What follows belongs to an exercise in optimizing a design on an open flow for small area, a short achievable clock period and few clock cycles; a production flow would make more cautious choices. In this exercise RTL edits were held to simulation tests only and were not proved equivalent to the original. Power figures rest on the tool's default switching activity, not on a simulated workload.

`flow/flow/run.sh`:
```
#!/bin/bash
# The standard synthesis, then an area-recovering re-map of the
# combinational logic (flip-flops untouched), then the standard layout with
# plain buf_1 cells as the port buffers.
set -euo pipefail
R=orfs/results/$FLOW_PLATFORM/MU0/base
bash standard.sh synth > standard_synth.log 2>&1
cp $R/1_2_yosys.v orfs/1_2_yosys_standard.v
export LIB=$FLOW_HOME/platforms/$FLOW_PLATFORM/lib/sky130_fd_sc_hd__tt_025C_1v80.lib
export NETLIST_IN=orfs/1_2_yosys_standard.v NETLIST_OUT=orfs/1_2_yosys_remap.v
export ABC_SCRIPT=flow/remap.abc ABC_D=2000
YOSYS=$FLOW_HOME/../tools/install/yosys/bin/yosys
[ -x "$YOSYS" ] || YOSYS=yosys
$YOSYS -c flow/remap.tcl > remap.log 2>&1
cp orfs/1_2_yosys_remap.v $R/1_2_yosys.v
rm -f $R/1_synth.odb $R/1_synth.sdc
bash standard.sh BUFFER_PORTS_ARGS="-buffer_cell sky130_fd_sc_hd__buf_1" finish > standard.log 2>&1
```
`flow/flow/remap.abc`:
```
strash
dch
map -D 2000
topo
buffer -c
upsize -c
dnsize -c
```
`flow/flow/remap.tcl`:
```
# Re-map the combinational logic of the standard synthesis netlist with an
# area-recovering ABC script. Flip-flops are kept as they are (black boxes),
# so every register keeps its name and cell type.
yosys read_liberty -ignore_miss_func $::env(LIB)
yosys read_verilog $::env(NETLIST_IN)
yosys hierarchy -top $::env(FLOW_TOP)
yosys setattr -mod -set blackbox 1 sky130_fd_sc_hd__dfxtp_1
yosys flatten
yosys opt_clean -purge
yosys abc -liberty $::env(LIB) -dont_use sky130_fd_sc_hd__lpflow_bleeder_1 -dont_use sky130_fd_sc_hd__lpflow_clkbufkapwr_1 -dont_use sky130_fd_sc_hd__lpflow_clkbufkapwr_16 -dont_use sky130_fd_sc_hd__lpflow_clkbufkapwr_2 -dont_use sky130_fd_sc_hd__lpflow_clkbufkapwr_4 -dont_use sky130_fd_sc_hd__lpflow_clkbufkapwr_8 -dont_use sky130_fd_sc_hd__lpflow_clkinvkapwr_1 -dont_use sky130_fd_sc_hd__lpflow_clkinvkapwr_16 -dont_use sky130_fd_sc_hd__lpflow_clkinvkapwr_2 -dont_use sky130_fd_sc_hd__lpflow_clkinvkapwr_4 -dont_use sky130_fd_sc_hd__lpflow_clkinvkapwr_8 -dont_use sky130_fd_sc_hd__lpflow_decapkapwr_12 -dont_use sky130_fd_sc_hd__lpflow_decapkapwr_3 -dont_use sky130_fd_sc_hd__lpflow_decapkapwr_4 -dont_use sky130_fd_sc_hd__lpflow_decapkapwr_6 -dont_use sky130_fd_sc_hd__lpflow_decapkapwr_8 -dont_use sky130_fd_sc_hd__lpflow_inputiso0n_1 -dont_use sky130_fd_sc_hd__lpflow_inputiso0p_1 -dont_use sky130_fd_sc_hd__lpflow_inputiso1n_1 -dont_use sky130_fd_sc_hd__lpflow_inputiso1p_1 -dont_use sky130_fd_sc_hd__lpflow_inputisolatch_1 -dont_use sky130_fd_sc_hd__lpflow_isobufsrc_1 -dont_use sky130_fd_sc_hd__lpflow_isobufsrc_16 -dont_use sky130_fd_sc_hd__lpflow_isobufsrc_2 -dont_use sky130_fd_sc_hd__lpflow_isobufsrc_4 -dont_use sky130_fd_sc_hd__lpflow_isobufsrc_8 -dont_use sky130_fd_sc_hd__lpflow_isobufsrckapwr_16 -dont_use sky130_fd_sc_hd__lpflow_lsbuf_lh_hl_isowell_tap_1 -dont_use sky130_fd_sc_hd__lpflow_lsbuf_lh_hl_isowell_tap_2 -dont_use sky130_fd_sc_hd__lpflow_lsbuf_lh_hl_isowell_tap_4 -dont_use sky130_fd_sc_hd__lpflow_lsbuf_lh_isowell_4 -dont_use sky130_fd_sc_hd__lpflow_lsbuf_lh_isowell_tap_1 -dont_use sky130_fd_sc_hd__lpflow_lsbuf_lh_isowell_tap_2 -dont_use sky130_fd_sc_hd__lpflow_lsbuf_lh_isowell_tap_4 -dont_use sky130_fd_sc_hd__probe_p_8 -dont_use sky130_fd_sc_hd__probec_p_8  -script $::env(ABC_SCRIPT) -D $::env(ABC_D)
yosys opt_clean -purge
yosys hilomap -singleton -hicell sky130_fd_sc_hd__conb_1 HI -locell sky130_fd_sc_hd__conb_1 LO
yosys splitnets
yosys opt_clean -purge
yosys insbuf -buf sky130_fd_sc_hd__buf_4 A X
yosys check
yosys stat -liberty $::env(LIB)
yosys write_verilog -noattr -noexpr -nohex -nodec $::env(NETLIST_OUT)
```
`flow/standard.sh`:
```
#!/bin/bash
# synth_recipe.tcl (not shown) runs the flow's synth.tcl, then flattens the netlist and writes it again
# the make line also repeats each setting of config.mk as NAME=value (left out here)
make -C /OpenROAD-flow-scripts/flow DESIGN_CONFIG=/design/flow/config.mk WORK_HOME=/design/flow/orfs CLKGATE_MAP_FILE= SYNTH_SCRIPT=/design/flow/synth_recipe.tcl "${@:-finish}"
```
`flow/config.mk`:
```
export PLATFORM = sky130hd
export DESIGN_NAME = MU0
export DESIGN_NICKNAME = MU0
export VERILOG_FILES = /design/flow/design.v
export SDC_FILE = /design/flow/constraint.sdc
export NUM_CORES = 4
export LEC_CHECK = 0
export ABC_AREA = 1
export CAP_MARGIN = 20
export CORE_MARGIN = 2
export CORE_UTILIZATION = 40
export SETUP_SLACK_MARGIN = 2.2
export SLEW_MARGIN = 20
```
`flow/constraint.sdc`:
```
create_clock -name core_clock -period 4.5 [get_ports {clk}]
set_input_delay 0.9000 -clock core_clock [delete_from_list [all_inputs] [get_ports {clk}]]
set_output_delay 0.9000 -clock core_clock [all_outputs]
set_load 0.01 [all_outputs]
```
`flow/design.v`:
```
module MU0(in_data, rst_n, clk,
           out_data, out_address, memrq, rnw);
    input  [15:0] in_data;
    input         rst_n, clk;
    output [15:0] out_data;
    output [11:0] out_address;
    output        memrq, rnw;
    reg         ex;      
    reg         fe;      
    reg         rs;      
    reg         sel;     
    reg         ka;      
    reg         ub;      
    reg         sb;      
    reg  [15:0] ir;
    reg  [11:0] pc;
    reg  [15:0] acc;
    wire [3:0] op   = ir[15:12];
    wire       hop  = op[3] | (op[2:0] == 3'b111);
    wire       dop  = ~op[3] & ~op[2];
    wire       jop  = ~op[3] & op[2] & ~(op[1] & op[0]);
    assign out_address = sel ? ir[11:0] : pc;
    assign memrq       = fe | rs | (ex & ~hop);
    assign rnw         = ~(ex & (op == 4'b0001));
    assign out_data    = acc;
    wire [15:0] a_op  = ka ? acc : 16'd0;
    wire [15:0] b_op  = (ub ? in_data : 16'd0) ^ {16{sb}};
    wire [16:0] sum   = {a_op, 1'b1} + {b_op, sb};
    wire [15:0] acc_n = sum[16:1];
    wire        pc_en = fe | (ex & jop);
    wire        nex   = fe | rs | (ex & jop);
    wire [3:0]  nop   = in_data[15:12];
    wire        neg   = acc[15] & ~rs;
    wire        nz    = (|acc) & ~rs;
    wire        ntake = (nop[1:0] == 2'b00) |
                        (nop[1:0] == 2'b01 & ~neg) |
                        (nop[1:0] == 2'b10 & nz);
    wire        sel_n = ~(ex & dop) & ~nop[3] & (~nop[2] | ntake);
    always @(posedge clk) begin
        ir  <= in_data;
        acc <= acc_n;
        if (~rst_n) begin
            ex  <= 1'b0;
            fe  <= 1'b0;
            rs  <= 1'b1;
            sel <= 1'b0;
            ka  <= 1'b0;
            ub  <= 1'b0;
            sb  <= 1'b0;
            pc  <= 12'd0;
        end else begin
            ex  <= nex;
            fe  <= ex & dop;
            rs  <= 1'b0;
            sel <= sel_n;
            ka  <= ~(nex & (nop == 4'b0000));
            ub  <= nex & ~nop[3] & ~nop[2] & (nop[1:0] != 2'b01);
            sb  <= nex & (nop == 4'b0011);
            if (pc_en)
                pc <= out_address + 12'd1;
        end
    end
endmodule
```
==> implementation parameters, run 1 <==
Parameter                              Value

Clock tree
  CTS clk-pin slew, worst paths ... 0.10 ns
  Clock Path Buffers ... 2
  Clock tree from TritonCTS ... done
  CTS root buffer ... sky130_fd_sc_hd__clkbuf_8
  CTS Sinks ... 51
  H-tree depth ... 2
  Num CTS Buffers ... 5
  Hold Buf Count CTS ... 0
  Worst-Skew Late Latency ... 0.31 ns

Synthesis
  Post-synthesis area per instance ... 7.15 um^2
  Netlist area before placement ... 0.00307 mm^2
  Synthesized instance count ... 429
  Mapped Nets ... 447
  Count of yosys warnings during synthesis ... 1

Finish
  Fin area ... 0.00384 mm^2
  Antenna Cells ... 0
  Layout-stage area growth over the synthesis result ... 25.1%
  Fraction of layout instances using a drive strength above 1 ... 0.312
  Number of inserted filler cells in the final layout ... 723
  Total Nets Final ... 514

Setup path
  Element type at the critical path start ... input port
  Worst setup slack for register-to-register paths ... 2.34 ns
  Arrival time worst endpoint ... 2.52 ns
  Startpoint of the lowest-slack register-to-register path ... ub
  Path depth of the worst reg2reg path ... 13
  Type of element capturing the critical path ... flop
  Kind of cell adding the most delay to the critical path ... compound AO/OA/AOI/OAI gates
  Crit path buf inv count ... 5
  Cells along the critical path ... clkbuf_2 > nand2_2 > xnor2_1 > inv_1 > nand2_1 > inv_2 > nor2_2 > inv_1 > nor2_1 > inv_2 > o21ai_2 > a21oi_1 > o311ai_2 > xor2_1
  Capturing point of the worst reg2reg path ... acc[14]
  Critical path launch point ... in_data[9]
  Stage delay of the slowest cell on the critical path ... 0.29 ns
  Start-to-end type of the worst setup path ... input port to flop
  Required time at the endpoint of the critical path ... 4.74 ns
  Instance count on the critical path ... 14
  Maximum fanout along the worst path ... 4
  Slowest library cell on the worst path ... sky130_fd_sc_hd__o311ai_2

Place
  Setup slack after placement ... 1.77 ns
  Gpl congestion ... 0.904
  Total half-perimeter wirelength after legalization and detailed placement ... 5040 um
  Total placed instance area ... 0.00325 mm^2
  PortBufs ... 47

GRT
  Via count of the first global-routing pass ... 2410
  Maximum number of pins on one net before global-route repair ... 25
  Number of antenna violations at the first check in global routing ... 0
  Aggregate global-route resource usage ... 0.161
  Total congestion overflow after global routing ... 0
  Wire length of the first global-routing pass ... 11100 um

Routing
  Average wire length per cell after detail routing ... 11.9 um
  Number of antenna-violating nets in the routed design ... 0
  DRC violation count after routing ... 0
  DR vias ... 2712
  Aggregate routed wire length ... 7070 um
  Number of vias per cell after detailed routing ... 4.55
  Number of search-and-repair iterations in the first detailed-routing pass ... 4
  DRC marker count from the first detailed-route iteration ... 95

STA
  Endpoints failing hold ... 0
  Clock skew ... 0.00810 ns
  Final-report setup violation count ... 0
  Final setup slack of the worst path ... 2.22 ns
  Max-slew violation count ... 0
  Max-Slew Margin vs Limit ... 0.654
  Max Fclk ... 0.439 GHz
  Total negative slack ... 0 ns
  Period utilisation layout ... 0.506
  Worst Tran Pin Value ... 0.514 ns
  Setup repair after global routing missed its margin ... true
  Shortest period the worst path allows ... 2.28 ns

Power and ir drop
  Max IR drop VDD ... 134 uV
  Pwr Total ... 0.994 mW
  Power per cell area ... 259 mW/mm^2
  Static leakage ... 1.69 nW

Floorplan
  Overall die area ... 0.00838 mm^2
  Vertical extent of the die ... 91.5 um
  IO Pins ... 48
  Std cell rows ... 31
  Placeable core region ... 0.00733 mm^2
  Effective utilization at floorplan ... 0.418
  Die X ... 91.5 um

Hold path
  Tightest Hold Check Type ... flop to flop
  Hold Startpoint ... pc[2]
  Number of stages on the worst hold path ... 2
  Endpoint, Worst Hold ... pc[2]

Run
  Max Cap Viol ... 0

Outcome
  Outcome ... no timing/DRC/antenna violations
## worst max-delay path by stage
stage	endpoint	slack, ns
after floorplan	acc[14]	2.21
after global placement	acc[12]	1.80
after detailed placement	acc[14]	1.77
after CTS	acc[14]	2.20
after global routing	acc[15]	2.13
final	acc[14]	2.22
## tightest hold or removal path, stage by stage, from the launching register on
cell                       delay [ns]
sky130_fd_sc_hd__dfxtp_1         0.31
sky130_fd_sc_hd__inv_1           0.06
sky130_fd_sc_hd__a211oi_1        0.06
## power by group
group / internal, mW / switching, mW
clock network: 0.168 / 0.161
registers: 0.476 / 0.0225
logic: 0.0639 / 0.103
total: 0.708 / 0.287
## sequential cells by signal, summed over array words and instances (netlist names)
register,count
acc,16
ex,1
fe,1
ir,16
ka,1
pc,12
rs,1
sb,1
sel,1
ub,1
## through the flow
stage / instances / hold slack (ns) / util
after floorplan: 429 / 0.438 / -
after global placement: 558 / 0.450 / 0.443
after detailed placement: 558 / 0.456 / 0.443
after CTS: 566 / 0.471 / 0.462
after global routing: 596 / 0.484 / 0.523
final: 596 / 0.470 / 0.523
## timing repair
item | in CTS | in global routing
gates resized for setup | 9 | 70
gates cloned | 0 | 0
setup buffers | 0 | 30
pin swaps | 0 | 22
endpoints found under the hold margin | 0 | 0
endpoints found under the setup margin | 20 | 22
## cell type report
class                      count  area (um^2)  area share
sequential                    51         1030       0.269
tap                           99          124      0.0323
inverter                      80          313      0.0815
multi-input combinational    281         1810       0.472
timing repair buffer          77          439       0.114
clock inverter                 3         46.3      0.0121
clock buffer                   5         68.8      0.0179
## placed cells by master, fill, tap and decap left out, types with 4 or more instances in the layout
cell / instances
sky130_fd_sc_hd__nand2_1: 76
sky130_fd_sc_hd__inv_1: 57
sky130_fd_sc_hd__dfxtp_1: 47
sky130_fd_sc_hd__buf_1: 36
sky130_fd_sc_hd__nor2_1: 33
sky130_fd_sc_hd__buf_4: 28
sky130_fd_sc_hd__inv_2: 22
sky130_fd_sc_hd__a21oi_1: 19
sky130_fd_sc_hd__o21ai_0: 16
sky130_fd_sc_hd__nand2_2: 16
sky130_fd_sc_hd__nor2_2: 16
sky130_fd_sc_hd__xor2_1: 14
sky130_fd_sc_hd__xnor2_1: 13
sky130_fd_sc_hd__nor2_4: 11
sky130_fd_sc_hd__clkbuf_2: 9
sky130_fd_sc_hd__nand2_4: 7
sky130_fd_sc_hd__o21ai_1: 6
sky130_fd_sc_hd__o21ai_2: 6
sky130_fd_sc_hd__nand3_1: 6
sky130_fd_sc_hd__xnor2_2: 6
sky130_fd_sc_hd__clkbuf_8: 5
sky130_fd_sc_hd__nor4_1: 4
## layer usage
layer	global-route usage	share of wire	vias up
met5	0	0	-
met4	0.0341	0.012	0
met3	0.0299	0.027	6
met2	0.257	0.48	40
met1	0.226	0.48	1214
li1	-	-	1452
Testbench counts, summed over its fixed seeds: cycles 33,132.
==> run 2: changes to the inputs <==
--- a/flow/config.mk
+++ b/flow/config.mk
@@ -9,5 +9,5 @@
 export CAP_MARGIN = 20
 export CORE_MARGIN = 2
 export CORE_UTILIZATION = 40
-export SETUP_SLACK_MARGIN = 2.2
+export SETUP_SLACK_MARGIN = 2.0
 export SLEW_MARGIN = 20
==> run 2 against run 1 <==
Sequential share of layout area is 3.5 points higher. Die area stayed put. Sequential cell count unchanged. Non-clock buffer count down 29. Total power decreased by 3.5%. Count of clock-buffer cells in the layout unchanged. Clock skew is 0.0011 ns lower. Global-route usage increased by 0.73 points. Core utilization fell by 6.1 points. Cell count is 5.0% lower. Largest cell class unchanged. Largest power group unchanged.
==> implementation parameters, run 2 <==
Parameter                              Value

STA
  Max Fclk ... 0.419 GHz
  Max-slew violation count ... 0
  Clock skew ... 0.00695 ns
  Setup repair after global routing missed its margin ... true
  Endpoints failing hold ... 0
  Shortest period the worst path allows ... 2.39 ns
  Max-Slew Margin vs Limit ... 0.584
  Total negative slack ... 0 ns
  Final-report setup violation count ... 0
  Period utilisation layout ... 0.530
  Worst Tran Pin Value ... 0.624 ns

Clock tree
  Clock tree from TritonCTS ... done
  H-tree depth ... 2
  Post-CTS Setup Bufs ... 0
  Clock Path Buffers ... 2
  Num CTS Buffers ... 5
  CTS clk-pin slew, worst paths ... 0.09 ns
  CTS root buffer ... sky130_fd_sc_hd__clkbuf_8
  Worst-Skew Late Latency ... 0.30 ns
  Hold Buf Count CTS ... 0
  CTS Sinks ... 51

GRT
  Total congestion overflow after global routing ... 0
  Wire length of the first global-routing pass ... 11400 um
  Aggregate global-route resource usage ... 0.168
  Number of antenna violations at the first check in global routing ... 0
  Maximum number of pins on one net before global-route repair ... 25
  Via count of the first global-routing pass ... 2452

Power and ir drop
  Power per cell area ... 283 mW/mm^2
  Switching power total ... 0.270 mW
  Max IR drop VDD ... 114 uV
  Pwr Total ... 0.959 mW
  Relative contribution of sequential cells to total power ... 0.523
  Switch share ... 0.282
  Static leakage ... 1.44 nW
  Internal power contribution ... 0.689 mW
  Clk pwr share ... 0.330
  Logic gate share of total power ... 0.146

Hold path
  Tightest Hold Check Type ... flop to flop
  Endpoint, Worst Hold ... pc[6]
  Hold Startpoint ... pc[6]
  Number of stages on the worst hold path ... 2

Finish
  Commonest non-fill, non-tap cell in the layout ... sky130_fd_sc_hd__nand2_1
  Antenna Cells ... 0
  Number of inserted filler cells in the final layout ... 763
  Total Nets Final ... 485
  Fraction of layout instances using a drive strength above 1 ... 0.169
  Register Area ... 0.00103 mm^2
  Multi-input gate area ... 0.00163 mm^2
  Largest registers ... acc: 16 flops, ir: 16 flops, pc: 12 flops
  Layout-stage area growth over the synthesis result ... 10.6%
  Leading cell types in the layout, fill and taps excluded ... sky130_fd_sc_hd__nand2_1 (85), sky130_fd_sc_hd__inv_1 (58), sky130_fd_sc_hd__dfxtp_1 (47), sky130_fd_sc_hd__buf_1 (46), sky130_fd_sc_hd__nor2_1 (44)

Synthesis
  Synthesized instance count ... 429
  Post-synthesis area per instance ... 7.15 um^2
  Count of yosys warnings during synthesis ... 1
  Netlist area before placement ... 0.00307 mm^2
  Mapped Nets ... 447

Setup path
  Arrival time worst endpoint ... 2.62 ns
  Maximum fanout along the worst path ... 3
  Required time at the endpoint of the critical path ... 4.73 ns
  Slowest library cell on the worst path ... sky130_fd_sc_hd__a311oi_1
  Cells along the critical path ... buf_1 > nand2_1 > xnor2_1 > inv_2 > nor2_1 > nor2_1 > nand2_1 > inv_1 > a221o_1 > a311oi_1 > xor2_1
  Type of element capturing the critical path ... flop
  Capturing point of the worst reg2reg path ... acc[15]
  Stage delay of the slowest cell on the critical path ... 0.32 ns
  Start-to-end type of the worst setup path ... input port to flop
  Element type at the critical path start ... input port
  Startpoint of the lowest-slack register-to-register path ... ub
  Path depth of the worst reg2reg path ... 12
  Worst setup slack for register-to-register paths ... 2.15 ns

Floorplan
  IO Pins ... 48
  Die X ... 91.5 um
  Placeable core region ... 0.00733 mm^2
  Effective utilization at floorplan ... 0.418
  Overall die area ... 0.00838 mm^2
  Vertical extent of the die ... 91.5 um
  Std cell rows ... 31

Routing
  Aggregate routed wire length ... 6700 um
  Number of vias per cell after detailed routing ... 4.55
  DR vias ... 2575
  Number of antenna-violating nets in the routed design ... 0
  DRC marker count from the first detailed-route iteration ... 80
  DRC violation count after routing ... 0
  Number of search-and-repair iterations in the first detailed-routing pass ... 4
  Average wire length per cell after detail routing ... 11.8 um

Run
  Max Cap Viol ... 0

Place
  PortBufs ... 47
  Total half-perimeter wirelength after legalization and detailed placement ... 5290 um
  Gpl congestion ... 0.870

Outcome
  Outcome ... no timing/DRC/antenna violations
run 2: cell types whose count changed in the layout (fill, tap and decap cells not counted), moves of 8 or more:
cell,change
sky130_fd_sc_hd__buf_1,+10
sky130_fd_sc_hd__nand2_1,+9
sky130_fd_sc_hd__buf_4,-27
sky130_fd_sc_hd__clkbuf_2,-8
sky130_fd_sc_hd__nor2_1,+11
run 2: metrics by stage:
| step | cell area, um^2 | setup slack [ns] | util | instances | hold WS [ns] |
|---|---|---|---|---|---|
| detailed placement | 3250 | 1.66 | 0.443 | 559 | 0.456 |
| floorplan | 3070 | 2.05 | - | 429 | 0.438 |
| finish | 3390 | 2.11 | 0.462 | 566 | 0.471 |
| CTS | 3360 | 2.02 | 0.458 | 566 | 0.472 |
| global route | 3390 | 1.94 | 0.462 | 566 | 0.512 |
| global placement | 3250 | 1.74 | 0.443 | 559 | 0.450 |
run 2: layout make-up:
cell class / instances / area share
clock inverters: 2 / 0.0111
well taps: 99 / 0.0365
repair buffers: 48 / 0.0546
inverters: 80 / 0.0923
clock buffers: 5 / 0.0203
multi-input cells: 281 / 0.481
flip-flops and latches: 51 / 0.304
run 2: worst max path at each step:
stage,from,end,slack (ns),cells past startpoint
2_1_floorplan,sb,acc[12],2.05,9
6_report,in_data[13],acc[15],2.11,11
3_3_place_gp,sb,acc[14],1.74,12
3_5_place_dp,sb,acc[12],1.66,10
5_1_grt,in_data[14],acc[15],1.94,11
4_1_cts,sb,acc[12],2.02,10
run 2: per-layer routing:
layer,track usage,up-vias,share of wire
met2,0.286,50,0.47
li1,-,1385,-
met4,0.0341,0,0.0072
met5,0,-,0
met3,0.0299,6,0.042
met1,0.223,1134,0.49
run 2: repair_timing:
item                                    CTS  global route
endpoints found under the setup margin   22            14
gates resized for setup                   4             8
pin swaps                                 0             0
run 2: worst max-delay path, delay by kind of cell:
kind                      cells  cell delay (ns)
AOI/OAI and AO/OA             2             0.61
xor gates and xnor gates      2             0.43
buffers and inverters         3             0.26
and+or+nand+nor               4             0.44
run 2: power groups by stage:
stage	sequential [mW]	clock [mW]	combinational, mW
final	0.502	0.317	0.140
after global routing	0.507	0.345	0.159
after CTS	0.504	0.327	0.141
after detailed placement	0.514	0	0.140
after global placement	0.513	0	0.139
after floorplan	0.506	0	0.110
==> run 3: changes to the inputs <==
--- a/flow/flow/run.sh
+++ b/flow/flow/run.sh
@@ -8,7 +8,7 @@
 cp $R/1_2_yosys.v orfs/1_2_yosys_standard.v
 export LIB=$FLOW_HOME/platforms/$FLOW_PLATFORM/lib/sky130_fd_sc_hd__tt_025C_1v80.lib
 export NETLIST_IN=orfs/1_2_yosys_standard.v NETLIST_OUT=orfs/1_2_yosys_remap.v
-export ABC_SCRIPT=flow/remap.abc ABC_D=2000
+export ABC_SCRIPT=flow/remap.abc ABC_D=1800
 YOSYS=$FLOW_HOME/../tools/install/yosys/bin/yosys
 [ -x "$YOSYS" ] || YOSYS=yosys
 $YOSYS -c flow/remap.tcl > remap.log 2>&1
==> flow/flow/remap.abc (replaced) <==
strash
dch
map -D 1800
topo
buffer -c
upsize -c
dnsize -c
--- a/flow/config.mk
+++ b/flow/config.mk
@@ -9,5 +9,5 @@
 export CAP_MARGIN = 20
 export CORE_MARGIN = 2
 export CORE_UTILIZATION = 40
-export SETUP_SLACK_MARGIN = 2.0
+export SETUP_SLACK_MARGIN = 2.2
 export SLEW_MARGIN = 20
==> run 3 against run 2 <==
Still clean. Cell count increased by 3.5%. Maximum frequency is 3.6% higher. Die area increased by 0.35%. Synthesized cell count is 1.6% lower. Highest routed layer unchanged.
==> implementation parameters, run 3 <==
Parameter                              Value

Hold path
  Tightest Hold Check Type ... flop to flop

Synthesis
  Post-synthesis area per instance ... 7.29 um^2
  Synthesized instance count ... 422
  Count of yosys warnings during synthesis ... 1
  Netlist area before placement ... 0.00308 mm^2
  Mapped Nets ... 440

Clock tree
  CTS root buffer ... sky130_fd_sc_hd__clkbuf_8
  Clock tree from TritonCTS ... done
  CTS Sinks ... 51
  Worst-Skew Late Latency ... 0.31 ns
  Hold Buf Count CTS ... 0
  CTS clk-pin slew, worst paths ... 0.10 ns
  H-tree depth ... 2
  Clock Path Buffers ... 2
  Num CTS Buffers ... 5

Routing
  DR vias ... 2764
  Aggregate routed wire length ... 7340 um
  Number of search-and-repair iterations in the first detailed-routing pass ... 4
  Number of antenna-violating nets in the routed design ... 0
  Number of vias per cell after detailed routing ... 4.72
  DRC marker count from the first detailed-route iteration ... 100
  Average wire length per cell after detail routing ... 12.5 um
  DRC violation count after routing ... 0

STA
  Shortest period the worst path allows ... 2.30 ns
  Endpoints failing hold ... 0
  Max Fclk ... 0.434 GHz
  Final setup slack of the worst path ... 2.20 ns
  Total negative slack ... 0 ns
  Clock skew ... 0.00975 ns
  Final-report setup violation count ... 0
  Setup repair after global routing missed its margin ... true
  Worst Tran Pin Value ... 0.514 ns
  Max-slew violation count ... 0
  Period utilisation layout ... 0.512
  Max-Slew Margin vs Limit ... 0.657

Finish
  Final cell count without fillers ... 586
  Number of inserted filler cells in the final layout ... 690
  Antenna Cells ... 0
  Register Area ... 0.00103 mm^2
  Fin area ... 0.00388 mm^2
  Fraction of layout instances using a drive strength above 1 ... 0.326
  Multi-input gate area ... 0.00191 mm^2
  Largest registers ... acc: 16 flops, ir: 16 flops, pc: 12 flops
  Commonest non-fill, non-tap cell in the layout ... sky130_fd_sc_hd__nand2_1
  Layout-stage area growth over the synthesis result ... 26.1%
  Leading cell types in the layout, fill and taps excluded ... sky130_fd_sc_hd__nand2_1 (71), sky130_fd_sc_hd__inv_1 (55), sky130_fd_sc_hd__dfxtp_1 (47), sky130_fd_sc_hd__buf_1 (40), sky130_fd_sc_hd__buf_4 (26)
  Total Nets Final ... 504

Outcome
  Outcome ... no timing/DRC/antenna violations

Floorplan
  IO Pins ... 48
  Placeable core region ... 0.00737 mm^2
  Overall die area ... 0.00841 mm^2
  Vertical extent of the die ... 91.7 um
  Effective utilization at floorplan ... 0.417
  Die X ... 91.7 um
  Std cell rows ... 31

Setup path
  Required time at the endpoint of the critical path ... 4.74 ns
  Maximum fanout along the worst path ... 3
  Start-to-end type of the worst setup path ... input port to flop
  Element type at the critical path start ... input port
  Arrival time worst endpoint ... 2.54 ns
  Type of element capturing the critical path ... flop

Power and ir drop
  Max IR drop VDD ... 119 uV
  Pwr Total ... 0.948 mW
  Static leakage ... 1.70 nW
  Power per cell area ... 244 mW/mm^2

Place
  Setup slack after placement ... 1.75 ns
  Gpl congestion ... 0.932
  Placed cells ... 551
  Total placed instance area ... 0.00325 mm^2
  PortBufs ... 47
  Total half-perimeter wirelength after legalization and detailed placement ... 5140 um

GRT
  Aggregate global-route resource usage ... 0.165
  Total congestion overflow after global routing ... 0
  Wire length of the first global-routing pass ... 11400 um
  Maximum number of pins on one net before global-route repair ... 25
  Number of antenna violations at the first check in global routing ... 0
  Via count of the first global-routing pass ... 2540

Run
  Max Cap Viol ... 0
## run 3: cell type report
cell class | instances | share of cell area
clock buffer | 6 | 0.0213
tap | 99 | 0.0319
sequential | 51 | 0.266
inverter | 75 | 0.0738
clock inverter | 2 | 0.00419
multi-input combinational | 279 | 0.492
timing repair buffer | 74 | 0.111
## run 3: routing by layer
metal / GRT usage / part of all wire / vias up
met2: 0.286 / 0.49 / 51
met3: 0.0304 / 0.035 / 5
met5: 0 / 0 / -
met1: 0.216 / 0.46 / 1274
li1: - / - / 1434
met4: 0.0348 / 0.0075 / 0
## run 3: metrics by stage
stage,utilization,hold slack (ns)
3_3_place_gp,0.442,0.450
6_report,0.527,0.468
4_1_cts,0.458,0.474
2_1_floorplan,-,0.438
3_5_place_dp,0.442,0.458
5_1_grt,0.527,0.487
## run 3: where the power goes
group / internal [mW] / leakage (nW) / switching (mW) / total (mW)
Sequential: 0.476 / 0.423 / 0.0258 / 0.502
Combinational: 0.0609 / 1.23 / 0.101 / 0.162
Clock: 0.126 / 0.0474 / 0.159 / 0.285
Total: 0.663 / 1.70 / 0.286 / 0.948
## run 3: what timing repair did
action,in CTS,in global routing
setup buffers,0,27
endpoints found under the hold margin,0,0
pin swaps,1,27
setup endpoints to repair,24,13
gates resized for setup,9,82
## run 3: worst paths after layout
path                                 to  startpoint  slack (ns)  depth (start not counted)
worst max-delay path            acc[14]  in_data[3]        2.20                         14
worst min-delay path              pc[2]       pc[2]        0.47                          2
worst max register to register  acc[14]          ub        2.27                         12
worst min register to register    pc[2]       pc[2]        0.47                          2
## run 3: worst max-delay path, cell delays in order
cell	delay, ns
sky130_fd_sc_hd__buf_1	0.10
sky130_fd_sc_hd__nand2_1	0.10
sky130_fd_sc_hd__xnor2_2	0.19
sky130_fd_sc_hd__inv_2	0.07
sky130_fd_sc_hd__nor2_4	0.14
sky130_fd_sc_hd__nor2_2	0.05
sky130_fd_sc_hd__nor2_2	0.14
sky130_fd_sc_hd__nand2_2	0.07
sky130_fd_sc_hd__nand2_2	0.07
sky130_fd_sc_hd__a31oi_4	0.04
sky130_fd_sc_hd__nor3_2	0.24
sky130_fd_sc_hd__nand4_1	0.14
sky130_fd_sc_hd__o311ai_2	0.10
sky130_fd_sc_hd__xor2_1	0.19
==> run 4: changes to the inputs <==
--- a/flow/flow/run.sh
+++ b/flow/flow/run.sh
@@ -8,7 +8,7 @@
 cp $R/1_2_yosys.v orfs/1_2_yosys_standard.v
 export LIB=$FLOW_HOME/platforms/$FLOW_PLATFORM/lib/sky130_fd_sc_hd__tt_025C_1v80.lib
 export NETLIST_IN=orfs/1_2_yosys_standard.v NETLIST_OUT=orfs/1_2_yosys_remap.v
-export ABC_SCRIPT=flow/remap.abc ABC_D=1800
+export ABC_SCRIPT=flow/remap.abc ABC_D=2300
 YOSYS=$FLOW_HOME/../tools/install/yosys/bin/yosys
 [ -x "$YOSYS" ] || YOSYS=yosys
 $YOSYS -c flow/remap.tcl > remap.log 2>&1
==> flow/flow/remap.abc (replaced) <==
strash
&get -n
&st
&syn2
&dch
&nf
&put
topo
buffer -c
upsize -c
dnsize -c
--- a/flow/config.mk
+++ b/flow/config.mk
@@ -9,5 +9,5 @@
 export CAP_MARGIN = 20
 export CORE_MARGIN = 2
 export CORE_UTILIZATION = 40
-export SETUP_SLACK_MARGIN = 2.2
+export SETUP_SLACK_MARGIN = 1.8
 export SLEW_MARGIN = 20
==> run 4 against run 3 <==
Sequential share of layout area is 7.2 points higher. Still clean on timing, DRC and antenna. Maximum frequency decreased by 13%. Largest power group unchanged. First-iteration DRC count shrank 21%. Critical endpoint is now acc[11]. Sequential power is essentially flat. Critical path depth down 4. Combinational power decreased by 22%. Clock power is 15% higher. Worst hold slack lost 0.017 ns. Largest cell class unchanged. Global-route usage shrank 0.35 points. Synthesized cell count decreased by 28%. Clock skew increased by 0.0029 ns.
==> implementation parameters, run 4 <==
Parameter                              Value

Clock tree
  Clock Path Buffers ... 2
  Num CTS Buffers ... 5
  CTS root buffer ... sky130_fd_sc_hd__clkbuf_8
  Worst-Skew Late Latency ... 0.31 ns
  Hold Buf Count CTS ... 0
  CTS clk-pin slew, worst paths ... 0.09 ns
  H-tree depth ... 2
  CTS Sinks ... 51
  Clock tree from TritonCTS ... done

Setup path
  Maximum fanout along the worst path ... 3
  Kind of cell adding the most delay to the critical path ... compound AO/OA/AOI/OAI gates
  Slowest library cell on the worst path ... sky130_fd_sc_hd__maj3_2
  Required time at the endpoint of the critical path ... 4.69 ns
  Instance count on the critical path ... 10
  Cells along the critical path ... buf_6 > nand2_8 > mux2i_4 > maj3_2 > maj3_2 > a221oi_4 > o311ai_4 > a21boi_2 > o31ai_2 > xnor2_1
  Critical path's most frequent cell ... sky130_fd_sc_hd__maj3_2
  Arrival time worst endpoint ... 2.84 ns
  Element type at the critical path start ... input port
  Worst setup slack for register-to-register paths ... 2.04 ns
  Crit path buf inv count ... 1
  Start-to-end type of the worst setup path ... input port to flop
  Stage delay of the slowest cell on the critical path ... 0.36 ns
  Type of element capturing the critical path ... flop
  Path depth of the worst reg2reg path ... 9

STA
  Final-report setup violation count ... 0
  Shortest period the worst path allows ... 2.65 ns
  Total negative slack ... 0 ns
  Period utilisation layout ... 0.588
  Worst Tran Pin Value ... 0.663 ns
  Max-slew violation count ... 0
  Max-Slew Margin vs Limit ... 0.558
  Hold Slack ... 0.452 ns
  Setup repair after global routing missed its margin ... true
  Clock skew ... 0.0127 ns
  Endpoints failing hold ... 0
  Max Fclk ... 0.378 GHz

Floorplan
  Placeable core region ... 0.00646 mm^2
  Std cell rows ... 29
  Overall die area ... 0.00743 mm^2
  Effective utilization at floorplan ... 0.418
  Die X ... 86.2 um
  Vertical extent of the die ... 86.2 um
  IO Pins ... 48

GRT
  Wire length of the first global-routing pass ... 9430 um
  Total congestion overflow after global routing ... 0
  Maximum number of pins on one net before global-route repair ... 26
  Aggregate global-route resource usage ... 0.162
  Number of antenna violations at the first check in global routing ... 0
  Via count of the first global-routing pass ... 1977

Synthesis
  Count of yosys warnings during synthesis ... 1
  Mapped Nets ... 320
  Netlist area before placement ... 0.00270 mm^2
  Post-synthesis area per instance ... 8.95 um^2
  Synthesized instance count ... 302

Routing
  Number of vias per cell after detailed routing ... 4.93
  Number of search-and-repair iterations in the first detailed-routing pass ... 4
  DRC violation count after routing ... 0
  DRC marker count from the first detailed-route iteration ... 79
  Number of antenna-violating nets in the routed design ... 0
  DR vias ... 2074
  Average wire length per cell after detail routing ... 13.4 um
  Aggregate routed wire length ... 5660 um

Hold path
  Tightest Hold Check Type ... flop to flop
  Number of stages on the worst hold path ... 1

Place
  Total half-perimeter wirelength after legalization and detailed placement ... 4310 um
  PortBufs ... 47
  Placed cells ... 407
  Total placed instance area ... 0.00284 mm^2
  Gpl congestion ... 0.836

Finish
  Final Util ... 0.472
  Antenna Cells ... 0
  Fraction of layout instances using a drive strength above 1 ... 0.142
  Fin area ... 0.00305 mm^2
  Number of inserted filler cells in the final layout ... 668
  Total Nets Final ... 361
  Commonest non-fill, non-tap cell in the layout ... sky130_fd_sc_hd__dfxtp_1
  Layout-stage area growth over the synthesis result ... 12.8%
  Leading cell types in the layout, fill and taps excluded ... sky130_fd_sc_hd__dfxtp_1 (47), sky130_fd_sc_hd__buf_1 (45), sky130_fd_sc_hd__nand2_1 (43), sky130_fd_sc_hd__xnor2_1 (36), sky130_fd_sc_hd__nor2_1 (25)
  Largest registers ... acc: 16 flops, ir: 16 flops, pc: 12 flops
  Final cell count without fillers ... 421

Power and ir drop
  Max IR drop VDD ... 125 uV
  Static leakage ... 1.17 nW
  Power per cell area ... 313 mW/mm^2

Outcome
  Outcome ... no timing/DRC/antenna violations

Run
  Max Cap Viol ... 0
==> run 4: worst register-to-register path, stage by stage, from the launching register on <==
cell and delay, ns:
sky130_fd_sc_hd__dfxtp_2 0.39, sky130_fd_sc_hd__inv_4 0.21, sky130_fd_sc_hd__xnor3_1 0.48, sky130_fd_sc_hd__nor2_1 0.15, sky130_fd_sc_hd__a221oi_2 0.10, sky130_fd_sc_hd__o31ai_4 0.22, sky130_fd_sc_hd__a211oi_2 0.13, sky130_fd_sc_hd__o31ai_2 0.38
sky130_fd_sc_hd__a31oi_1 0.15, sky130_fd_sc_hd__xnor2_1 0.15
==> run 4: per-layer routing <==
layer	global-route usage	vias to the layer above	wire [um]
li1	-	1080	-
met1	0.219	945	2790
met2	0.259	41	2540
met3	0.0381	8	259
met4	0.0469	0	70
met5	0	-	0
==> run 4: what timing repair did <==
item	CTS	global route
setup endpoints to repair	4	5
setup buffers	0	6
pin swaps	0	13
gates resized for setup	3	13
gates cloned	0	0
==> run 4: layout make-up <==
class	instances	area, um^2	area share
multi-input cells	220	1530	0.501
well taps	77	96.3	0.0316
clock buffers	5	68.8	0.0226
inverters	12	47.5	0.0156
repair buffers	53	230	0.0755
clock inverters	3	46.3	0.0152
flip-flops and latches	51	1030	0.338
==> run 4: stage by stage <==
step / setup slack (ns) / total power, mW
after floorplan: 1.75 / 0.602
after global placement: 1.43 / 0.634
after detailed placement: 1.39 / 0.634
after CTS: 1.82 / 0.965
after global routing: 1.77 / 1.01
final: 1.85 / 0.954
==> run 4: final timing paths <==
path	start	endpoint
setup reg to reg	sb	acc[14]
setup / recovery	in_data[0]	acc[11]
hold reg to reg	ir[14]	fe
hold / removal	ir[14]	fe
==> run 4: power breakdown <==
part           internal, mW  switching [mW]  total [mW]
Sequential            0.476          0.0234       0.500
Combinational        0.0517          0.0743       0.126
Clock                 0.168           0.160       0.328
Total                 0.696           0.258       0.954
==> run 5: changes to the inputs <==
--- a/flow/config.mk
+++ b/flow/config.mk
@@ -9,5 +9,5 @@
 export CAP_MARGIN = 20
 export CORE_MARGIN = 2
 export CORE_UTILIZATION = 40
-export SETUP_SLACK_MARGIN = 1.8
+export SETUP_SLACK_MARGIN = 2.0
 export SLEW_MARGIN = 20
==> run 5 against run 4 <==
Worst hold slack barely moved. First-iteration DRC count rose by 6.3%. Cell count rose by 3.3%. Clock skew fell by 0.0080 ns. Non-clock buffer count rose by 14. Sequential share of layout area fell by 1.8 points. Wire length rose by 5.6%. Critical endpoint is now acc[9]. Largest cell class unchanged. Largest power group unchanged. Highest routed layer unchanged.
==> implementation parameters, run 5 <==
Parameter                              Value

Routing
  Number of vias per cell after detailed routing ... 4.94
  Average wire length per cell after detail routing ... 13.7 um
  DR vias ... 2151
  Number of antenna-violating nets in the routed design ... 0
  DRC marker count from the first detailed-route iteration ... 84
  Number of search-and-repair iterations in the first detailed-routing pass ... 4
  DRC violation count after routing ... 0
  Aggregate routed wire length ... 5980 um

Synthesis
  Netlist area before placement ... 0.00270 mm^2
  Synthesized instance count ... 302
  Mapped Nets ... 320
  Count of yosys warnings during synthesis ... 1
  Post-synthesis area per instance ... 8.95 um^2

Clock tree
  Clock Path Buffers ... 2
  H-tree depth ... 2
  Worst-Skew Late Latency ... 0.30 ns
  Num CTS Buffers ... 5
  Clock tree from TritonCTS ... done
  CTS root buffer ... sky130_fd_sc_hd__clkbuf_8
  CTS Sinks ... 51
  Hold Buf Count CTS ... 0
  CTS clk-pin slew, worst paths ... 0.10 ns

STA
  Final setup slack of the worst path ... 1.91 ns
  Final-report setup violation count ... 0
  Hold Slack ... 0.452 ns
  Worst Tran Pin Value ... 0.656 ns
  Shortest period the worst path allows ... 2.59 ns
  Max Fclk ... 0.385 GHz
  Max-Slew Margin vs Limit ... 0.562
  Endpoints failing hold ... 0
  Clock skew ... 0.00470 ns
  Total negative slack ... 0 ns
  Period utilisation layout ... 0.576
  Setup repair after global routing missed its margin ... true
  Max-slew violation count ... 0

Place
  Setup slack after placement ... 1.39 ns
  Total half-perimeter wirelength after legalization and detailed placement ... 4280 um
  Gpl congestion ... 0.843
  Total placed instance area ... 0.00284 mm^2
  Placed cells ... 407
  PortBufs ... 47

Finish
  Commonest non-fill, non-tap cell in the layout ... sky130_fd_sc_hd__dfxtp_1
  Register Area ... 0.00103 mm^2
  Final cell count without fillers ... 435
  Fraction of layout instances using a drive strength above 1 ... 0.204
  Multi-input gate area ... 0.00160 mm^2
  Total Nets Final ... 375
  Fin area ... 0.00322 mm^2
  Final Util ... 0.499
  Layout-stage area growth over the synthesis result ... 19.2%
  Largest registers ... acc: 16 flops, ir: 16 flops, pc: 12 flops
  Number of inserted filler cells in the final layout ... 635
  Leading cell types in the layout, fill and taps excluded ... sky130_fd_sc_hd__dfxtp_1 (47), sky130_fd_sc_hd__buf_1 (45), sky130_fd_sc_hd__nand2_1 (43), sky130_fd_sc_hd__xnor2_1 (31), sky130_fd_sc_hd__nor2_1 (22)
  Antenna Cells ... 0

GRT
  Number of antenna violations at the first check in global routing ... 0
  Wire length of the first global-routing pass ... 9680 um
  Maximum number of pins on one net before global-route repair ... 26
  Via count of the first global-routing pass ... 2059
  Aggregate global-route resource usage ... 0.162
  Total congestion overflow after global routing ... 0

Setup path
  Maximum fanout along the worst path ... 3
  Type of element capturing the critical path ... flop
  Element type at the critical path start ... input port
  Start-to-end type of the worst setup path ... input port to flop
  Arrival time worst endpoint ... 2.83 ns
  Required time at the endpoint of the critical path ... 4.74 ns

Floorplan
  Vertical extent of the die ... 86.2 um
  Placeable core region ... 0.00646 mm^2
  Effective utilization at floorplan ... 0.418
  Overall die area ... 0.00743 mm^2
  Die X ... 86.2 um
  Std cell rows ... 29
  IO Pins ... 48

Power and ir drop
  Power per cell area ... 285 mW/mm^2
  Max IR drop VDD ... 123 uV
  Pwr Total ... 0.918 mW
  Static leakage ... 1.26 nW

Hold path
  Tightest Hold Check Type ... flop to flop

Outcome
  Outcome ... no timing/DRC/antenna violations

Run
  Max Cap Viol ... 0
[run 5: where the power goes]
group	internal (mW)	switching, mW
combinational	0.0595	0.0792
sequential	0.476	0.0223
clock	0.126	0.155
[run 5: final cells by class]
| cell class | instances | share of cell area |
|---|---|---|
| clock buffer | 6 | 0.0256 |
| clock inverter | 2 | 0.00505 |
| inverter | 12 | 0.0155 |
| multi-input combinational | 220 | 0.497 |
| sequential | 51 | 0.320 |
| tap | 77 | 0.0299 |
| timing repair buffer | 67 | 0.107 |
[run 5: worst paths after layout]
check | end | slack, ns | startpoint | depth (start not counted)
worst max-delay path | acc[9] | 1.91 | in_data[0] | 10
worst min-delay path | fe | 0.45 | ir[14] | 1
worst max register to register | acc[9] | 1.97 | ub | 9
worst min register to register | fe | 0.45 | ir[14] | 1
[run 5: what timing repair did]
item / CTS / global route
gates resized for setup: 13 / 18
setup buffers: 8 / 12
pin swaps: 14 / 12
endpoints found under the setup margin: 19 / 9
[run 5: worst max-delay path, cell delays in order]
cell and delay [ns]:
sky130_fd_sc_hd__buf_8 0.08, sky130_fd_sc_hd__nand2_8 0.05, sky130_fd_sc_hd__mux2i_4 0.19, sky130_fd_sc_hd__maj3_2 0.35
sky130_fd_sc_hd__maj3_2 0.35, sky130_fd_sc_hd__a221oi_4 0.30, sky130_fd_sc_hd__o311ai_4 0.14, sky130_fd_sc_hd__a21boi_2 0.20
sky130_fd_sc_hd__buf_4 0.13, sky130_fd_sc_hd__xor2_1 0.12
[run 5: metal layers]
layer | part of all wire | vias to the layer above | track usage
met5 | 0 | - | 0
li1 | - | 1111 | -
met4 | 0.016 | 0 | 0.0483
met2 | 0.47 | 48 | 0.257
met3 | 0.046 | 8 | 0.0305
met1 | 0.47 | 984 | 0.225
==> run 6: changes to the inputs <==
--- a/flow/config.mk
+++ b/flow/config.mk
@@ -11,3 +11,4 @@
 export CORE_UTILIZATION = 40
 export SETUP_SLACK_MARGIN = 2.0
 export SLEW_MARGIN = 20
+export TNS_END_PERCENT = 0
==> run 6 against run 5 <==
Worst hold slack improved by 0.0032 ns. Count of clock-buffer cells in the layout unchanged. Via count down 4.0%. Area after synthesis unchanged. Still clean on timing, DRC and antenna. Cell count is 2.3% lower. Maximum frequency up 0.66%. Worst setup slack improved by 0.017 ns. Non-clock buffer count fell by 10. Synthesized cell count is the same. Wire length is 5.2% lower. Clock skew is essentially flat.
==> implementation parameters, run 6 <==
Parameter                              Value

Run
  Max Cap Viol ... 0

GRT
  Number of antenna violations at the first check in global routing ... 0
  Total congestion overflow after global routing ... 0
  Aggregate global-route resource usage ... 0.161
  Wire length of the first global-routing pass ... 9490 um
  Maximum number of pins on one net before global-route repair ... 26
  Via count of the first global-routing pass ... 2009

Setup path
  Element type at the critical path start ... input port
  Slowest library cell on the worst path ... sky130_fd_sc_hd__maj3_2
  Arrival time worst endpoint ... 2.77 ns
  Cells along the critical path ... buf_8 > nand2_8 > mux2i_4 > maj3_2 > maj3_2 > a221oi_4 > o311ai_4 > a21boi_2 > o31ai_2 > xnor2_1
  Required time at the endpoint of the critical path ... 4.69 ns
  Start-to-end type of the worst setup path ... input port to flop
  Stage delay of the slowest cell on the critical path ... 0.35 ns
  Maximum fanout along the worst path ... 3
  Critical path's most frequent cell ... sky130_fd_sc_hd__maj3_2
  Type of element capturing the critical path ... flop

Synthesis
  Post-synthesis area per instance ... 8.95 um^2
  Count of yosys warnings during synthesis ... 1
  Netlist area before placement ... 0.00270 mm^2
  Mapped Nets ... 320
  Synthesized instance count ... 302

Clock tree
  Num CTS Buffers ... 5
  CTS clk-pin slew, worst paths ... 0.09 ns
  Clock tree from TritonCTS ... done
  Hold Buf Count CTS ... 0
  CTS root buffer ... sky130_fd_sc_hd__clkbuf_8
  Clock Path Buffers ... 2
  H-tree depth ... 2
  CTS Sinks ... 51
  Worst-Skew Late Latency ... 0.30 ns

Routing
  Average wire length per cell after detail routing ... 13.3 um
  Number of vias per cell after detailed routing ... 4.86
  Aggregate routed wire length ... 5670 um
  Number of search-and-repair iterations in the first detailed-routing pass ... 4
  Number of antenna-violating nets in the routed design ... 0
  DRC violation count after routing ... 0
  DR vias ... 2065
  DRC marker count from the first detailed-route iteration ... 73

STA
  Shortest period the worst path allows ... 2.58 ns
  Clock skew ... 0.00488 ns
  Total negative slack ... 0 ns
  Final-report setup violation count ... 0
  Period utilisation layout ... 0.573
  Max-Slew Margin vs Limit ... 0.547
  Setup repair after global routing missed its margin ... true
  Worst Tran Pin Value ... 0.679 ns
  Max-slew violation count ... 0
  Endpoints failing hold ... 0
  Max Fclk ... 0.388 GHz

Power and ir drop
  Pwr Total ... 0.909 mW
  Max IR drop VDD ... 108 uV
  Power per cell area ... 291 mW/mm^2
  Static leakage ... 1.20 nW

Place
  PortBufs ... 47
  Total half-perimeter wirelength after legalization and detailed placement ... 4210 um
  Gpl congestion ... 0.835

Outcome
  Outcome ... no timing/DRC/antenna violations

Finish
  Commonest non-fill, non-tap cell in the layout ... sky130_fd_sc_hd__dfxtp_1
  Antenna Cells ... 0
  Largest registers ... acc: 16 flops, ir: 16 flops, pc: 12 flops
  Final Util ... 0.483
  Fraction of layout instances using a drive strength above 1 ... 0.170
  Layout-stage area growth over the synthesis result ... 15.4%
  Total Nets Final ... 365
  Leading cell types in the layout, fill and taps excluded ... sky130_fd_sc_hd__dfxtp_1 (47), sky130_fd_sc_hd__buf_1 (45), sky130_fd_sc_hd__nand2_1 (43), sky130_fd_sc_hd__xnor2_1 (33), sky130_fd_sc_hd__nor2_1 (24)

Floorplan
  Effective utilization at floorplan ... 0.418
  Die X ... 86.2 um
  Vertical extent of the die ... 86.2 um
  Std cell rows ... 29
  Placeable core region ... 0.00646 mm^2
  Overall die area ... 0.00743 mm^2
  IO Pins ... 48

Hold path
  Tightest Hold Check Type ... flop to flop
run 6: worst paths after layout:
check        endpoint  depth (start not counted)  slack [ns]       start
min reg2reg        fe                          1        0.45      ir[14]
max           acc[11]                         10        1.92  in_data[0]
max reg2reg   acc[11]                          9        1.99          ub
min                fe                          1        0.45      ir[14]
run 6: per-layer routing:
metal / wire [um] / global-route usage
met5: 0 / 0
met4: 53 / 0.0384
met3: 225 / 0.0352
met2: 2570 / 0.259
met1: 2820 / 0.221
run 6: metrics by stage:
step,area (um^2),setup WS [ns],hold slack [ns],instances
5_1_grt,3120,1.87,0.486,425
2_1_floorplan,2700,1.75,0.422,302
3_3_place_gp,2840,1.43,0.431,407
3_5_place_dp,2840,1.39,0.438,407
4_1_cts,3030,1.87,0.455,422
6_report,3120,1.92,0.455,425
run 6: power by group:
part           internal (mW)  leakage [nW]  switching [mW]
Clock                  0.126        0.0474           0.153
Sequential             0.477         0.423          0.0231
Combinational         0.0546         0.732          0.0758
run 6: worst max-delay path: cells and delay by family:
| kind | cells | cell delay, ns |
|---|---|---|
| fa+ha+maj | 2 | 0.70 |
| simple gates | 1 | 0.05 |
| buf+inv | 1 | 0.09 |
| xor+xnor | 1 | 0.14 |
| mux | 1 | 0.19 |
| compound gates | 4 | 0.71 |
run 6: timing repair:
action / CTS / global route
setup buffers: 7 / 3
setup endpoints to repair: 19 / 23
pin swaps: 10 / 15
resized for setup: 11 / 13
run 6: final cells by class:
type / count / area, um^2
timing repair buffer: 57 / 270
clock buffer: 6 / 82.6
tap: 77 / 96.3
sequential: 51 / 1030
clock inverter: 2 / 16.3
fill: 647 / 3340
inverter: 12 / 47.5
multi-input combinational: 220 / 1580
==> run 7: changes to the inputs <==
--- a/flow/config.mk
+++ b/flow/config.mk
@@ -9,6 +9,5 @@
 export CAP_MARGIN = 20
 export CORE_MARGIN = 2
 export CORE_UTILIZATION = 40
-export SETUP_SLACK_MARGIN = 2.0
+export SETUP_SLACK_MARGIN = 1.6
 export SLEW_MARGIN = 20
-export TNS_END_PERCENT = 0
==> run 7 against run 6 <==
Still clean on timing, DRC and antenna. Worst hold slack worse by 0.0030 ns. Maximum frequency down 5.8%. Critical path depth unchanged. Worst setup slack worse by 0.16 ns. Core utilization down 2.7 points. Critical path type unchanged. Largest cell class unchanged. Largest power group unchanged.
==> implementation parameters, run 7 <==
Parameter                              Value

STA
  Period utilisation layout ... 0.608
  Max-Slew Margin vs Limit ... 0.556
  Setup repair after global routing missed its margin ... false
  Max-slew violation count ... 0
  Worst Tran Pin Value ... 0.665 ns
  Final-report setup violation count ... 0
  Endpoints failing hold ... 0
  Total negative slack ... 0 ns
  Clock skew ... 0.00526 ns
  Max Fclk ... 0.366 GHz
  Shortest period the worst path allows ... 2.73 ns

Floorplan
  Die X ... 86.2 um
  Placeable core region ... 0.00646 mm^2
  Std cell rows ... 29
  IO Pins ... 48
  Vertical extent of the die ... 86.2 um
  Overall die area ... 0.00743 mm^2
  Effective utilization at floorplan ... 0.418

Routing
  Aggregate routed wire length ... 5510 um
  DRC violation count after routing ... 0
  DR vias ... 2034
  Number of antenna-violating nets in the routed design ... 0
  Average wire length per cell after detail routing ... 13.3 um
  Number of vias per cell after detailed routing ... 4.91
  DRC marker count from the first detailed-route iteration ... 55
  Number of search-and-repair iterations in the first detailed-routing pass ... 4

Hold path
  Tightest Hold Check Type ... flop to flop

Finish
  Commonest non-fill, non-tap cell in the layout ... sky130_fd_sc_hd__dfxtp_1
  Leading cell types in the layout, fill and taps excluded ... sky130_fd_sc_hd__dfxtp_1 (49), sky130_fd_sc_hd__buf_1 (46), sky130_fd_sc_hd__nand2_1 (43), sky130_fd_sc_hd__xnor2_1 (38), sky130_fd_sc_hd__nor2_1 (25)
  Largest registers ... acc: 16 flops, ir: 16 flops, pc: 12 flops
  Number of inserted filler cells in the final layout ... 661
  Total Nets Final ... 355
  Final Util ... 0.456
  Layout-stage area growth over the synthesis result ... 9.03%
  Fin area ... 0.00295 mm^2
  Fraction of layout instances using a drive strength above 1 ... 0.104
  Register Area ... 0.00102 mm^2
  Multi-input gate area ... 0.00150 mm^2
  Antenna Cells ... 0

Clock tree
  Num CTS Buffers ... 5
  Clock tree from TritonCTS ... done
  CTS clk-pin slew, worst paths ... 0.09 ns
  Post-CTS Setup Bufs ... 0
  CTS root buffer ... sky130_fd_sc_hd__clkbuf_8
  Clock Path Buffers ... 2
  CTS Sinks ... 51
  Worst-Skew Late Latency ... 0.30 ns
  H-tree depth ... 2

Synthesis
  Netlist area before placement ... 0.00270 mm^2
  Mapped Nets ... 320
  Count of yosys warnings during synthesis ... 1
  Synthesized instance count ... 302
  Post-synthesis area per instance ... 8.95 um^2

Power and ir drop
  Max IR drop VDD ... 126 uV
  Relative contribution of sequential cells to total power ... 0.535
  Power per cell area ... 317 mW/mm^2
  Switching power total ... 0.244 mW
  Logic gate share of total power ... 0.132
  Switch share ... 0.262
  Internal power contribution ... 0.689 mW
  Pwr Total ... 0.934 mW
  Clk pwr share ... 0.332
  Static leakage ... 1.11 nW

Setup path
  Kind of cell adding the most delay to the critical path ... compound AO/OA/AOI/OAI gates
  Stage delay of the slowest cell on the critical path ... 0.36 ns
  Critical path's most frequent cell ... sky130_fd_sc_hd__maj3_2
  Element type at the critical path start ... input port
  Start-to-end type of the worst setup path ... input port to flop
  Required time at the endpoint of the critical path ... 4.69 ns
  Maximum fanout along the worst path ... 3
  Type of element capturing the critical path ... flop
  Arrival time worst endpoint ... 2.92 ns
  Slowest library cell on the worst path ... sky130_fd_sc_hd__maj3_2
  Crit path buf inv count ... 1
  Cells along the critical path ... clkbuf_2 > nand2_8 > mux2i_2 > maj3_2 > maj3_2 > a221oi_4 > o311ai_4 > a21boi_2 > o31ai_2 > xnor2_1

Place
  PortBufs ... 47
  Total half-perimeter wirelength after legalization and detailed placement ... 4230 um
  Gpl congestion ... 0.824
  Total placed instance area ... 0.00284 mm^2

GRT
  Total congestion overflow after global routing ... 0
  Wire length of the first global-routing pass ... 9190 um
  Number of antenna violations at the first check in global routing ... 0
  Via count of the first global-routing pass ... 1926
  Aggregate global-route resource usage ... 0.156
  Maximum number of pins on one net before global-route repair ... 26

Run
  Max Cap Viol ... 0

Outcome
  Outcome ... no timing/DRC/antenna violations
run 7: layout make-up:
| cell class | instances | area share |
|---|---|---|
| Inverter | 12 | 0.0161 |
| Clock inverter | 2 | 0.0127 |
| Sequential cell | 51 | 0.347 |
| Tap cell | 77 | 0.0327 |
| Timing Repair Buffer | 47 | 0.0603 |
| Clock buffer | 5 | 0.0234 |
| Multi-Input combinational cell | 220 | 0.507 |
run 7: final timing paths:
| path | startpoint | end | slack (ns) | cells after the start |
|---|---|---|---|---|
| worst min-delay path | ir[14] | fe | 0.45 | 1 |
| worst max-delay path | in_data[0] | acc[11] | 1.77 | 10 |
| worst max register to register | ub | acc[11] | 1.91 | 9 |
| worst min register to register | ir[14] | fe | 0.45 | 1 |
run 7: routing by layer:
metal | up-vias | global-route usage | routed length [um]
li1 | 1074 | - | -
met1 | 913 | 0.220 | 2730
met2 | 38 | 0.233 | 2410
met3 | 9 | 0.0343 | 225
met4 | 0 | 0.0582 | 145
met5 | - | 0 | 0
run 7: through the flow:
step / worst slack, ns / std cells / hold slack [ns]
global placement: 1.39 / 407 / 0.431
CTS: 1.62 / 414 / 0.450
floorplan: 1.71 / 302 / 0.422
finish: 1.77 / 414 / 0.452
detailed placement: 1.33 / 407 / 0.442
global route: 1.65 / 414 / 0.494
run 7: timing repair:
item,CTS,global route
endpoints found under the setup margin,0,5
gates resized for setup,0,3
hold buffers,0,0
hold endpoints to repair,0,0
run 7: worst register-to-register path: stages, from the launching register on:
cell and delay (ns):
sky130_fd_sc_hd__dfxtp_2 0.56, sky130_fd_sc_hd__nand2_2 0.09, sky130_fd_sc_hd__xnor2_1 0.17, sky130_fd_sc_hd__maj3_2 0.38, sky130_fd_sc_hd__maj3_2 0.36, sky130_fd_sc_hd__a221oi_4 0.34
sky130_fd_sc_hd__o311ai_4 0.16, sky130_fd_sc_hd__a21boi_2 0.20, sky130_fd_sc_hd__o31ai_2 0.09, sky130_fd_sc_hd__xnor2_1 0.14
run 7: power by group through the flow:
stage,Clock [mW],Combinational [mW],Sequential [mW]
2_1_floorplan,0,0.0992,0.502
3_3_place_gp,0,0.124,0.510
3_5_place_dp,0,0.123,0.510
4_1_cts,0.320,0.125,0.500
5_1_grt,0.338,0.137,0.504
6_report,0.311,0.123,0.500

[separate check: timing with driven ports]
How much do the figures lean on ideal ports? The routed layouts below were timed once more, with nothing changed but the port constraints.
Step 1 (the two cells are an assumption about what drives the block):
set clk [get_ports {clk}]
set_driving_cell -lib_cell sky130_fd_sc_hd__clkbuf_16 $clk
set_driving_cell -lib_cell sky130_fd_sc_hd__buf_2 [delete_from_list [all_inputs] $clk]
Step 2 also shifts input and output timing later by t, the mid clock arrival at the registers, as if the neighbouring blocks saw the same clock.
a / b / c = ideal ports / drivers / drivers and shift; a / b = the first two.
run	shift t [ns]	setup WS [ns]	worst hold slack (ns)	latest minus earliest clock arrival (ns)
run 1	0.331	2.223 / 2.211 / 1.893	0.470 / 0.470 / 0.470	0.008 / 0.008
run 2	0.330	2.114 / 2.118 / 1.788	0.471 / 0.471 / 0.471	0.007 / 0.007
run 3	0.330	2.198 / 2.166 / 1.836	0.468 / 0.468 / 0.468	0.011 / 0.010
run 4	0.334	1.852 / 1.844 / 1.511	0.452 / 0.452 / 0.452	0.013 / 0.013
run 5	0.327	1.906 / 1.884 / 1.557	0.452 / 0.452 / 0.452	0.004 / 0.005
run 6	0.328	1.923 / 1.901 / 1.573	0.455 / 0.455 / 0.455	0.005 / 0.006
run 7	0.328	1.765 / 1.770 / 1.442	0.452 / 0.452 / 0.452	0.006 / 0.006
After both steps setup and hold are still met in every run listed. The setup slack of run 3, which loses most, moves by -0.032 ns with the drivers and by -0.362 ns with both steps.
